Background: an optimization exercise with open tools, aiming at small area. Do not read the settings as production practice. Only simulation tests tie the RTL to the original design; equivalence was not proved.

==> v19 <==
## con_5x5
module con_5x5(
	input rst_n,
	input clk,
	input ena,
	input [15:0] data,
	output reg valid,
	output reg finish,
	output [15:0] result
	);
make LEC_CHECK=0 ABC_AREA=1 CAP_MARGIN=20 CORE_MARGIN=2 CORE_UTILIZATION=40 CTS_CLUSTER_DIAMETER=150 CTS_CLUSTER_SIZE=20 SLEW_MARGIN=20 finish   # period 14.0 ns
run.sh (not shown) runs the stock make flow with config.mk's settings and CLKGATE_MAP_FILE= SYNTH_SCRIPT=/design/flow/synth_recipe.tcl, a recipe that flattens the netlist after the stock synthesis.
==> v1: changes against v19 <==
--- a/flow/design.v
+++ b/flow/design.v
@@ -6,48 +6,34 @@
 	input [15:0] data,
 	output reg valid,
 	output reg finish,
 	output [15:0] result
 	);
 	reg [3:0] core_num;
 	reg [7:0] pics_num;
 	reg [1:0] pics_num_add;
-	wire [7:0] pics_inc;
-	wire [3:0] core_inc;
-	assign pics_inc[0] = ~pics_num[0];
-	assign pics_inc[1] = pics_num[1] ^ pics_num[0];
-	assign pics_inc[2] = pics_num[2] ^ (&pics_num[1:0]);
-	assign pics_inc[3] = pics_num[3] ^ (&pics_num[2:0]);
-	assign pics_inc[4] = pics_num[4] ^ (&pics_num[3:0]);
-	assign pics_inc[5] = pics_num[5] ^ (&pics_num[4:0]);
-	assign pics_inc[6] = pics_num[6] ^ (&pics_num[5:0]);
-	assign pics_inc[7] = pics_num[7] ^ (&pics_num[6:0]);
-	assign core_inc[0] = ~core_num[0];
-	assign core_inc[1] = core_num[1] ^ core_num[0];
-	assign core_inc[2] = core_num[2] ^ (&core_num[1:0]);
-	assign core_inc[3] = core_num[3] ^ (&core_num[2:0]);
 	always @(posedge clk or negedge rst_n) begin
 		if (!rst_n) begin
 			core_num <= 4'h0;
 			pics_num <= 8'h0;
 			pics_num_add <= 2'b00;
 			finish <= 1'b0;
 		end
 		else if (ena) begin
 			if (core_num < 4'h9)
-				core_num <= core_inc;
+				core_num <= core_num + 1'b1;
 			else if (core_num == 4'h9) begin
-				pics_num <= pics_inc;
+				pics_num <= pics_num + 1'b1;
 				if (pics_num > 8'h8)
 					pics_num_add <= (pics_num_add == 2'd3) ? 2'd1 : pics_num_add + 1'b1;
 			end
 		end
 		else if (pics_num > 8'h50 && pics_num < 8'h55) begin
-			pics_num <= pics_inc;
+			pics_num <= pics_num + 1'b1;
 			case (pics_num_add)
 				2'd3: pics_num_add <= 2'd1;
 				2'd2: pics_num_add <= 2'd3;
 				2'd1: pics_num_add <= 2'd2;
 				default: pics_num_add <= 2'd0;
 			endcase
 			finish <= (pics_num == 8'h54);
 		end
@@ -164,20 +150,18 @@
 		end
 	end
 	wire [15:0] t0, t1, t2;
 	bmul m0(.a(ka[0]), .b(pa[0]), .t(t0));
 	bmul m1(.a(ka[1]), .b(pa[1]), .t(t1));
 	bmul m2(.a(ka[2]), .b(pa[2]), .t(t2));
 	reg [15:0] acc;
 	wire keep = pics_num_add[1];
-	wire [15:0] accn;
-	add4 sum4(.a({16{keep}} & acc), .b(t0), .c(t1), .d(t2), .y(accn));
 	always @(posedge clk)
-		acc <= accn;
+		acc <= (keep ? acc : 16'h0) + t0 + t1 + t2;
 	assign result = acc;
 endmodule
 module bmul(input [15:0] a, input [15:0] b, output [15:0] t);
   wire b8000 = b[15] & ~(|b[14:0]);
   wire b4000 = b[14] & ~(|b[13:0]);
   wire one0 = a[0] ^ 1'b0;
   wire two0 = (a[1] & ~a[0] & ~1'b0) | (~a[1] & a[0] & 1'b0);
   wire neg0 = a[1] & ~(b8000 | (two0 & b4000));
@@ -583,102 +567,8 @@
   wire w_n379 = w_n332 ^ w_n333 ^ w_n378;
   wire w_n380 = (w_n332 & w_n333) | (w_n332 & w_n378) | (w_n333 & w_n378);
   wire w_n381 = (w_n334 & w_n335) | (w_n334 & w_n380) | (w_n335 & w_n380);
   wire w_n382 = (w_n336 & w_n337) | (w_n336 & w_n381) | (w_n337 & w_n381);
   wire w_n383 = (w_n338 & w_n128) | (w_n338 & w_n382) | (w_n128 & w_n382);
   wire w_n384 = 1'b1 ^ w_n383;
   assign t = {w_n384, w_n379, w_n377, w_n375, w_n373, w_n371, w_n369, w_n367, w_n365, w_n363, w_n361, w_n359, w_n357, w_n355, w_n353, w_n351};
 endmodule
-module add4(input [15:0] a, input [15:0] b, input [15:0] c, input [15:0] d, output [15:0] y);
-  wire s1_0 = a[0] ^ b[0] ^ c[0];
-  wire c1_0 = (a[0] & b[0]) | (a[0] & c[0]) | (b[0] & c[0]);
-  wire s1_1 = a[1] ^ b[1] ^ c[1];
-  wire c1_1 = (a[1] & b[1]) | (a[1] & c[1]) | (b[1] & c[1]);
-  wire s1_2 = a[2] ^ b[2] ^ c[2];
-  wire c1_2 = (a[2] & b[2]) | (a[2] & c[2]) | (b[2] & c[2]);
-  wire s1_3 = a[3] ^ b[3] ^ c[3];
-  wire c1_3 = (a[3] & b[3]) | (a[3] & c[3]) | (b[3] & c[3]);
-  wire s1_4 = a[4] ^ b[4] ^ c[4];
-  wire c1_4 = (a[4] & b[4]) | (a[4] & c[4]) | (b[4] & c[4]);
-  wire s1_5 = a[5] ^ b[5] ^ c[5];
-  wire c1_5 = (a[5] & b[5]) | (a[5] & c[5]) | (b[5] & c[5]);
-  wire s1_6 = a[6] ^ b[6] ^ c[6];
-  wire c1_6 = (a[6] & b[6]) | (a[6] & c[6]) | (b[6] & c[6]);
-  wire s1_7 = a[7] ^ b[7] ^ c[7];
-  wire c1_7 = (a[7] & b[7]) | (a[7] & c[7]) | (b[7] & c[7]);
-  wire s1_8 = a[8] ^ b[8] ^ c[8];
-  wire c1_8 = (a[8] & b[8]) | (a[8] & c[8]) | (b[8] & c[8]);
-  wire s1_9 = a[9] ^ b[9] ^ c[9];
-  wire c1_9 = (a[9] & b[9]) | (a[9] & c[9]) | (b[9] & c[9]);
-  wire s1_10 = a[10] ^ b[10] ^ c[10];
-  wire c1_10 = (a[10] & b[10]) | (a[10] & c[10]) | (b[10] & c[10]);
-  wire s1_11 = a[11] ^ b[11] ^ c[11];
-  wire c1_11 = (a[11] & b[11]) | (a[11] & c[11]) | (b[11] & c[11]);
-  wire s1_12 = a[12] ^ b[12] ^ c[12];
-  wire c1_12 = (a[12] & b[12]) | (a[12] & c[12]) | (b[12] & c[12]);
-  wire s1_13 = a[13] ^ b[13] ^ c[13];
-  wire c1_13 = (a[13] & b[13]) | (a[13] & c[13]) | (b[13] & c[13]);
-  wire s1_14 = a[14] ^ b[14] ^ c[14];
-  wire c1_14 = (a[14] & b[14]) | (a[14] & c[14]) | (b[14] & c[14]);
-  wire s1_15 = a[15] ^ b[15] ^ c[15];
-  wire s2_0 = s1_0 ^ d[0];
-  wire c2_0 = s1_0 & d[0];
-  wire s2_1 = s1_1 ^ c1_0 ^ d[1];
-  wire c2_1 = (s1_1 & c1_0) | (s1_1 & d[1]) | (c1_0 & d[1]);
-  wire s2_2 = s1_2 ^ c1_1 ^ d[2];
-  wire c2_2 = (s1_2 & c1_1) | (s1_2 & d[2]) | (c1_1 & d[2]);
-  wire s2_3 = s1_3 ^ c1_2 ^ d[3];
-  wire c2_3 = (s1_3 & c1_2) | (s1_3 & d[3]) | (c1_2 & d[3]);
-  wire s2_4 = s1_4 ^ c1_3 ^ d[4];
-  wire c2_4 = (s1_4 & c1_3) | (s1_4 & d[4]) | (c1_3 & d[4]);
-  wire s2_5 = s1_5 ^ c1_4 ^ d[5];
-  wire c2_5 = (s1_5 & c1_4) | (s1_5 & d[5]) | (c1_4 & d[5]);
-  wire s2_6 = s1_6 ^ c1_5 ^ d[6];
-  wire c2_6 = (s1_6 & c1_5) | (s1_6 & d[6]) | (c1_5 & d[6]);
-  wire s2_7 = s1_7 ^ c1_6 ^ d[7];
-  wire c2_7 = (s1_7 & c1_6) | (s1_7 & d[7]) | (c1_6 & d[7]);
-  wire s2_8 = s1_8 ^ c1_7 ^ d[8];
-  wire c2_8 = (s1_8 & c1_7) | (s1_8 & d[8]) | (c1_7 & d[8]);
-  wire s2_9 = s1_9 ^ c1_8 ^ d[9];
-  wire c2_9 = (s1_9 & c1_8) | (s1_9 & d[9]) | (c1_8 & d[9]);
-  wire s2_10 = s1_10 ^ c1_9 ^ d[10];
-  wire c2_10 = (s1_10 & c1_9) | (s1_10 & d[10]) | (c1_9 & d[10]);
-  wire s2_11 = s1_11 ^ c1_10 ^ d[11];
-  wire c2_11 = (s1_11 & c1_10) | (s1_11 & d[11]) | (c1_10 & d[11]);
-  wire s2_12 = s1_12 ^ c1_11 ^ d[12];
-  wire c2_12 = (s1_12 & c1_11) | (s1_12 & d[12]) | (c1_11 & d[12]);
-  wire s2_13 = s1_13 ^ c1_12 ^ d[13];
-  wire c2_13 = (s1_13 & c1_12) | (s1_13 & d[13]) | (c1_12 & d[13]);
-  wire s2_14 = s1_14 ^ c1_13 ^ d[14];
-  wire c2_14 = (s1_14 & c1_13) | (s1_14 & d[14]) | (c1_13 & d[14]);
-  wire s2_15 = s1_15 ^ c1_14 ^ d[15];
-  assign y[0] = s2_0;
-  assign y[1] = s2_1 ^ c2_0;
-  wire r_2 = s2_1 & c2_0;
-  assign y[2] = s2_2 ^ c2_1 ^ r_2;
-  wire r_3 = (s2_2 & c2_1) | (s2_2 & r_2) | (c2_1 & r_2);
-  assign y[3] = s2_3 ^ c2_2 ^ r_3;
-  wire r_4 = (s2_3 & c2_2) | (s2_3 & r_3) | (c2_2 & r_3);
-  assign y[4] = s2_4 ^ c2_3 ^ r_4;
-  wire r_5 = (s2_4 & c2_3) | (s2_4 & r_4) | (c2_3 & r_4);
-  assign y[5] = s2_5 ^ c2_4 ^ r_5;
-  wire r_6 = (s2_5 & c2_4) | (s2_5 & r_5) | (c2_4 & r_5);
-  assign y[6] = s2_6 ^ c2_5 ^ r_6;
-  wire r_7 = (s2_6 & c2_5) | (s2_6 & r_6) | (c2_5 & r_6);
-  assign y[7] = s2_7 ^ c2_6 ^ r_7;
-  wire r_8 = (s2_7 & c2_6) | (s2_7 & r_7) | (c2_6 & r_7);
-  assign y[8] = s2_8 ^ c2_7 ^ r_8;
-  wire r_9 = (s2_8 & c2_7) | (s2_8 & r_8) | (c2_7 & r_8);
-  assign y[9] = s2_9 ^ c2_8 ^ r_9;
-  wire r_10 = (s2_9 & c2_8) | (s2_9 & r_9) | (c2_8 & r_9);
-  assign y[10] = s2_10 ^ c2_9 ^ r_10;
-  wire r_11 = (s2_10 & c2_9) | (s2_10 & r_10) | (c2_9 & r_10);
-  assign y[11] = s2_11 ^ c2_10 ^ r_11;
-  wire r_12 = (s2_11 & c2_10) | (s2_11 & r_11) | (c2_10 & r_11);
-  assign y[12] = s2_12 ^ c2_11 ^ r_12;
-  wire r_13 = (s2_12 & c2_11) | (s2_12 & r_12) | (c2_11 & r_12);
-  assign y[13] = s2_13 ^ c2_12 ^ r_13;
-  wire r_14 = (s2_13 & c2_12) | (s2_13 & r_13) | (c2_12 & r_13);
-  assign y[14] = s2_14 ^ c2_13 ^ r_14;
-  wire r_15 = (s2_14 & c2_13) | (s2_14 & r_14) | (c2_13 & r_14);
-  assign y[15] = s2_15 ^ c2_14 ^ r_15;
-endmodule
Settings changed: CTS_BUF_LIST set to sky130_fd_sc_hd__clkbuf_8, CTS_CLUSTER_DIAMETER 150 to 100, CTS_CLUSTER_SIZE 20 to 14.
==> run summary <==
- Against v1, the worst hold slack of v19 is better by 0.027 ns.
- In v1 the fmax is higher than in v19, by about 0.6%.

## static timing again, ports no longer ideal
The flow's constraints put no driver on any port. The routed layouts listed below were extracted and timed again, unchanged, in two steps. Step 1 assumes that a clkbuf_16 drives the clock port and a buf_2 every other input. Step 2, shift: input delay + t, output delay - t, t = (earliest + latest rising clock arrival at the registers) / 2. This alone moves slack from input paths to output paths. a / b / c = no drivers / after step 1 / after step 2; a / b = the first two.
| run | shift t [ns] | setup slack, ns | worst data-port slew with drivers (ns) |
|---|---|---|---|
| v19 | 0.627 | 0.777 / 0.777 / 0.777 | 0.05 |
| v1 | 0.662 | 0.859 / 0.859 / 0.859 | 0.09 |
After both steps setup and hold are still met in every run listed.
